Context: an optimization exercise on an open-source flow, tuned for small area and a short achievable clock period. The choices shown serve that exercise and are no tape-out recipe.
RTL that was checked went through simulation tests only; none was proved equivalent to the original.
Power figures rest on the tool's default switching activity, not on a simulated workload.

## alu_stage
module alu_stage(input clk, input [15:0] a, b, input [3:0] funct,
				output [15:0] out, output [15:0] r15);
Size: about 2300 cells after synthesis, ~69 I/O pins.
==> module alu_stage, before the edit <==
module alu_stage(input clk, input [15:0] a, b, input [3:0] funct,
				output [15:0] out, output [15:0] r15);
localparam J = 5;
localparam K = 12;
wire is_div = (funct == 4'b0101);
wire is_mul = (funct == 4'b0100);
wire is_add = (funct == 4'b0000);
wire is_sub = (funct == 4'b0001);
wire sa = a[15], sb = b[15];
wire [14:0] A = a[14:0] ^ {15{sa}};
wire [15:0] bx = sb ? b : ~b;
wire cin = ~sb;
wire bz = (b == 16'd0);
wire [15:0] sum = a + (is_sub ? ~b : b) + {15'd0, is_sub};
wire [14:0] r1 [0:J];
wire [14:0] q1;
assign r1[0] = 15'd0;
genvar j;
generate for (j = 1; j <= J; j = j + 1) begin : s1row
	wire [j-1:0] rr;
	wire [j-1:0] rs;
	if (j == 1) begin : first
		assign rs = A[14];
	end else begin : next
		assign rs = {r1[j-1][(j>1?j-2:0):0], A[15-j]};
	end
	divrow #(.W(j)) u(.rs(rs), .bx(bx), .cin(cin), .q(q1[15-j]), .r(rr));
	assign r1[j] = {{(15-j){1'b0}}, rr};
end endgenerate
reg [15:0] x1_q, y1_q;
reg [J-1:0] ra_q;
reg div1_q, mul1_q, sa1_q, cin1_q;
always @(posedge clk) begin
	x1_q   <= is_div ? {bz, q1[14:15-J], A[14-J:0]} :
	          is_mul ? a : ((is_add | is_sub) ? sum : 16'd0);
	y1_q   <= is_div ? bx : (is_mul ? b : 16'd0);
	ra_q   <= r1[J][J-1:0];
	div1_q <= is_div;
	mul1_q <= is_mul;
	sa1_q  <= sa;
	cin1_q <= cin;
end
wire [31:0] prod;
mul16 u_mul(.a(x1_q), .b(y1_q), .p(prod));
wire [14:0] r2 [J:K];
wire [14:0] q2;
assign r2[J] = {{(15-J){1'b0}}, ra_q};
generate for (j = J + 1; j <= K; j = j + 1) begin : s2row
	wire [j-1:0] rr;
	divrow #(.W(j)) u(.rs({r2[j-1][j-2:0], x1_q[15-j]}), .bx(y1_q), .cin(cin1_q), .q(q2[15-j]), .r(rr));
	assign r2[j] = {{(15-j){1'b0}}, rr};
end endgenerate
reg [15:0] x2_q, y2_q;
reg [14:0] rb_q;
reg div2_q, sa2_q, cin2_q;
always @(posedge clk) begin
	x2_q   <= div1_q ? {x1_q[15:15-J], q2[14-J:15-K], x1_q[14-K:0]} :
	          (mul1_q ? prod[15:0] : x1_q);
	y2_q   <= mul1_q ? prod[31:16] : y1_q;
	rb_q   <= r2[K][14:0];
	div2_q <= div1_q;
	sa2_q  <= sa1_q;
	cin2_q <= cin1_q;
end
wire [14:0] r3 [K:15];
wire [14:0] q3;
assign r3[K] = rb_q;
generate for (j = K + 1; j <= 15; j = j + 1) begin : s3row
	wire [j-1:0] rr;
	divrow #(.W(j)) u(.rs({r3[j-1][j-2:0], x2_q[15-j]}), .bx(y2_q), .cin(cin2_q), .q(q3[15-j]), .r(rr));
	assign r3[j] = {{(15-j){1'b0}}, rr};
end endgenerate
wire [15:0] qf = {x2_q[15:15-K], q3[14-K:0]};
wire [15:0] rf = {1'b0, r3[15]};
wire eq = &(rf ^ y2_q ^ {rf[14:0] & y2_q[14:0], cin2_q});
wire c  = sa2_q & eq;
wire nq = (sa2_q ^ ~cin2_q) & ~qf[15];
wire [15:0] qo = (qf ^ {16{nq}}) + {15'd0, c ^ nq};
wire [15:0] ro = (rf ^ {16{sa2_q}}) & {16{~c}};
assign out = div2_q ? qo : x2_q;
assign r15 = div2_q ? ro : y2_q;
endmodule
make LEC_CHECK=0 CAP_MARGIN=20 CORE_MARGIN=2 CORE_UTILIZATION=40 SLEW_MARGIN=20 finish   # period 33.0 ns
run.sh (not shown) runs the stock make flow with config.mk's settings and CLKGATE_MAP_FILE= SYNTH_SCRIPT=/design/flow/synth_recipe.tcl, a recipe that flattens the netlist after the stock synthesis.
Next try:
--- a/flow/design.v
+++ b/flow/design.v
@@ -687,10 +687,10 @@
 assign p = x + y;
 endmodule
 module alu_stage(input clk, input [15:0] a, b, input [3:0] funct,
 				output [15:0] out, output [15:0] r15);
-localparam J = 5;
-localparam K = 12;
+localparam J = 6;
+localparam K = 13;
 wire is_div = (funct == 4'b0101);
 wire is_mul = (funct == 4'b0100);
 wire is_add = (funct == 4'b0000);
 wire is_sub = (funct == 4'b0001);
Worst hold slack gets worse by 41 ps.
Fmax grows by 6.2%.
Design area increases by 0.35%.
Sequential share of layout area rises by 0.16 points.
Area after synthesis came out higher by 0.46%.
Via count grows by 3.5%.
Total power rises by 2.4%.
Utilization barely changes.
For the first run of this note, only the layout was checked, not whether the RTL still works.

* * *

RTL: one of the versions met above, not the one the previous note started from.
For scale: ~2300 cells after synthesis, roughly 90 flip-flops, about 69 I/O pins.
==> module divrow, before the edit <==
module divrow #(parameter W = 15)
	(input [W-1:0] rs, input [15:0] bx, input cin,
	 output q, output [W-1:0] r);
wire [17:0] t = {{(18-W){1'b0}}, rs} + {2'b01, bx} + {17'd0, cin};
assign q = t[17];
assign r = t[17] ? t[W-1:0] : rs;
endmodule
==> module alu_stage, before the edit <==
module alu_stage(input clk, input [15:0] a, b, input [3:0] funct,
				output [15:0] out, output [15:0] r15);
localparam J = 6;
localparam K = 13;
wire is_div = (funct == 4'b0101);
wire is_mul = (funct == 4'b0100);
wire is_add = (funct == 4'b0000);
wire is_sub = (funct == 4'b0001);
wire sa = a[15], sb = b[15];
wire [14:0] A = a[14:0] ^ {15{sa}};
wire [15:0] bx = sb ? b : ~b;
wire cin = ~sb;
wire bz = (b == 16'd0);
wire [15:0] sum = a + (is_sub ? ~b : b) + {15'd0, is_sub};
wire [14:0] r1 [0:J];
wire [14:0] q1;
assign r1[0] = 15'd0;
genvar j;
generate for (j = 1; j <= J; j = j + 1) begin : s1row
	wire [j-1:0] rr;
	wire [j-1:0] rs;
	if (j == 1) begin : first
		assign rs = A[14];
	end else begin : next
		assign rs = {r1[j-1][(j>1?j-2:0):0], A[15-j]};
	end
	divrow #(.W(j)) u(.rs(rs), .bx(bx), .cin(cin), .q(q1[15-j]), .r(rr));
	assign r1[j] = {{(15-j){1'b0}}, rr};
end endgenerate
reg [15:0] x1_q, y1_q;
reg [J-1:0] ra_q;
reg div1_q, mul1_q, sa1_q, cin1_q;
always @(posedge clk) begin
	x1_q   <= is_div ? {bz, q1[14:15-J], A[14-J:0]} :
	          is_mul ? a : ((is_add | is_sub) ? sum : 16'd0);
	y1_q   <= is_div ? bx : (is_mul ? b : 16'd0);
	ra_q   <= r1[J][J-1:0];
	div1_q <= is_div;
	mul1_q <= is_mul;
	sa1_q  <= sa;
	cin1_q <= cin;
end
wire [31:0] prod;
mul16 u_mul(.a(x1_q), .b(y1_q), .p(prod));
wire [14:0] r2 [J:K];
wire [14:0] q2;
assign r2[J] = {{(15-J){1'b0}}, ra_q};
generate for (j = J + 1; j <= K; j = j + 1) begin : s2row
	wire [j-1:0] rr;
	divrow #(.W(j)) u(.rs({r2[j-1][j-2:0], x1_q[15-j]}), .bx(y1_q), .cin(cin1_q), .q(q2[15-j]), .r(rr));
	assign r2[j] = {{(15-j){1'b0}}, rr};
end endgenerate
reg [15:0] x2_q, y2_q;
reg [14:0] rb_q;
reg div2_q, sa2_q, cin2_q;
always @(posedge clk) begin
	x2_q   <= div1_q ? {x1_q[15:15-J], q2[14-J:15-K], x1_q[14-K:0]} :
	          (mul1_q ? prod[15:0] : x1_q);
	y2_q   <= mul1_q ? prod[31:16] : y1_q;
	rb_q   <= r2[K][14:0];
	div2_q <= div1_q;
	sa2_q  <= sa1_q;
	cin2_q <= cin1_q;
end
wire [14:0] r3 [K:15];
wire [14:0] q3;
assign r3[K] = rb_q;
generate for (j = K + 1; j <= 15; j = j + 1) begin : s3row
	wire [j-1:0] rr;
	divrow #(.W(j)) u(.rs({r3[j-1][j-2:0], x2_q[15-j]}), .bx(y2_q), .cin(cin2_q), .q(q3[15-j]), .r(rr));
	assign r3[j] = {{(15-j){1'b0}}, rr};
end endgenerate
wire [15:0] qf = {x2_q[15:15-K], q3[14-K:0]};
wire [15:0] rf = {1'b0, r3[15]};
wire eq = &(rf ^ y2_q ^ {rf[14:0] & y2_q[14:0], cin2_q});
wire c  = sa2_q & eq;
wire nq = (sa2_q ^ ~cin2_q) & ~qf[15];
wire [15:0] qo = (qf ^ {16{nq}}) + {15'd0, c ^ nq};
wire [15:0] ro = (rf ^ {16{sa2_q}}) & {16{~c}};
assign out = div2_q ? qo : x2_q;
assign r15 = div2_q ? ro : y2_q;
endmodule
export LEC_CHECK = 0
export CAP_MARGIN = 20
export CORE_MARGIN = 2
export CORE_UTILIZATION = 75
export SLEW_MARGIN = 20
create_clock -name core_clock -period 33.0 [get_ports {clk}]
standard.sh (not shown) runs the stock make flow with config.mk's settings and CLKGATE_MAP_FILE= SYNTH_SCRIPT=/design/flow/synth_recipe.tcl, a recipe that flattens the netlist after the stock synthesis.
==> flow/flow/run.sh <==
#!/bin/bash
# Standard layout, with the setup repair asked to over-fix so the critical
# paths get sized for speed (the clock period and constraints are unchanged).
bash standard.sh SETUP_SLACK_MARGIN=19 finish > standard.log 2>&1
The starting point passed the timing, design-rule and antenna checks.
Change:
--- a/flow/design.v
+++ b/flow/design.v
@@ -1,9 +1,33 @@
 module divrow #(parameter W = 15)
 	(input [W-1:0] rs, input [15:0] bx, input cin,
 	 output q, output [W-1:0] r);
-wire [17:0] t = {{(18-W){1'b0}}, rs} + {2'b01, bx} + {17'd0, cin};
-assign q = t[17];
-assign r = t[17] ? t[W-1:0] : rs;
+localparam N = W + 1;
+localparam LV = $clog2(N);
+wire [N-1:0] G [0:LV];
+wire [N-1:0] P [0:LV];
+assign G[0] = {rs & bx[W-1:0], cin};
+assign P[0] = {rs | bx[W-1:0], 1'b0};
+genvar l, i;
+generate for (l = 0; l < LV; l = l + 1) begin : lvl
+	for (i = 0; i < N; i = i + 1) begin : pos
+		if (((i >> l) & 1) == 1) begin : merge
+			assign G[l+1][i] = G[l][i] | (P[l][i] & G[l][((i >> l) << l) - 1]);
+			assign P[l+1][i] = P[l][i] & P[l][((i >> l) << l) - 1];
+		end else begin : pass
+			assign G[l+1][i] = G[l][i];
+			assign P[l+1][i] = P[l][i];
+		end
+	end
+end endgenerate
+wire [W:0] c = G[LV];
+wire hi;
+if (W < 16) begin : h
+	assign hi = &bx[15:W];
+end else begin : h16
+	assign hi = 1'b1;
+end
+assign q = c[W] & hi;
+assign r = rs ^ ({W{q}} & (bx[W-1:0] ^ c[W-1:0]));
 endmodule
 module mul16(input [15:0] a, input [15:0] b, output [31:0] p);
 wire pp_0_0 = a[0] & b[0];
@@ -689,7 +713,7 @@
 module alu_stage(input clk, input [15:0] a, b, input [3:0] funct,
 				output [15:0] out, output [15:0] r15);
 localparam J = 6;
-localparam K = 13;
+localparam K = 14;
 wire is_div = (funct == 4'b0101);
 wire is_mul = (funct == 4'b0100);
 wire is_add = (funct == 4'b0000);
Result:
- The changed run failed in global routing (5_1_grt), error GRT-0232
- area after synthesis rises by 7.0%
- synthesized cell count rises by 14%
Only the layout flow was run in the second run of this note; the RTL was not checked for function there.

[port drivers added, routing unchanged]
The results above use ideal ports. As a check the final layouts listed here were re-extracted and re-timed, cells and wires unchanged.
Step 1 sets driving cells, clkbuf_16 on the clock port and buf_2 on the other inputs (assumed; they add their load-dependent delay and slew).
Step 2, shift: input delay + t, output delay - t, t = (earliest + latest rising clock arrival at the registers) / 2. This alone moves slack from input paths to output paths.
Three values: ideal ports, drivers, drivers and shift; two values: the first two.
| run | t (ns) | slack for setup (ns) | slew at the worst register clock pin (ns) | worst slew at a driven data input, ns |
|---|---|---|---|---|
| the first run of note 1 | 0.403 | 14.844 / 14.793 / 15.195 | 0.07 / 0.07 | 0.04 |
| the second run of note 1 | 0.396 | 15.896 / 15.896 / 15.896 | 0.08 / 0.08 | 0.04 |
| the first run of note 2 | 0.413 | 19.165 / 19.115 / 18.828 | 0.07 / 0.07 | 0.04 |
After both steps setup and hold are still met in every run listed. For the first run of note 2, which loses most, drivers alone change the setup slack by -0.050 ns; drivers and shift together by -0.337 ns.
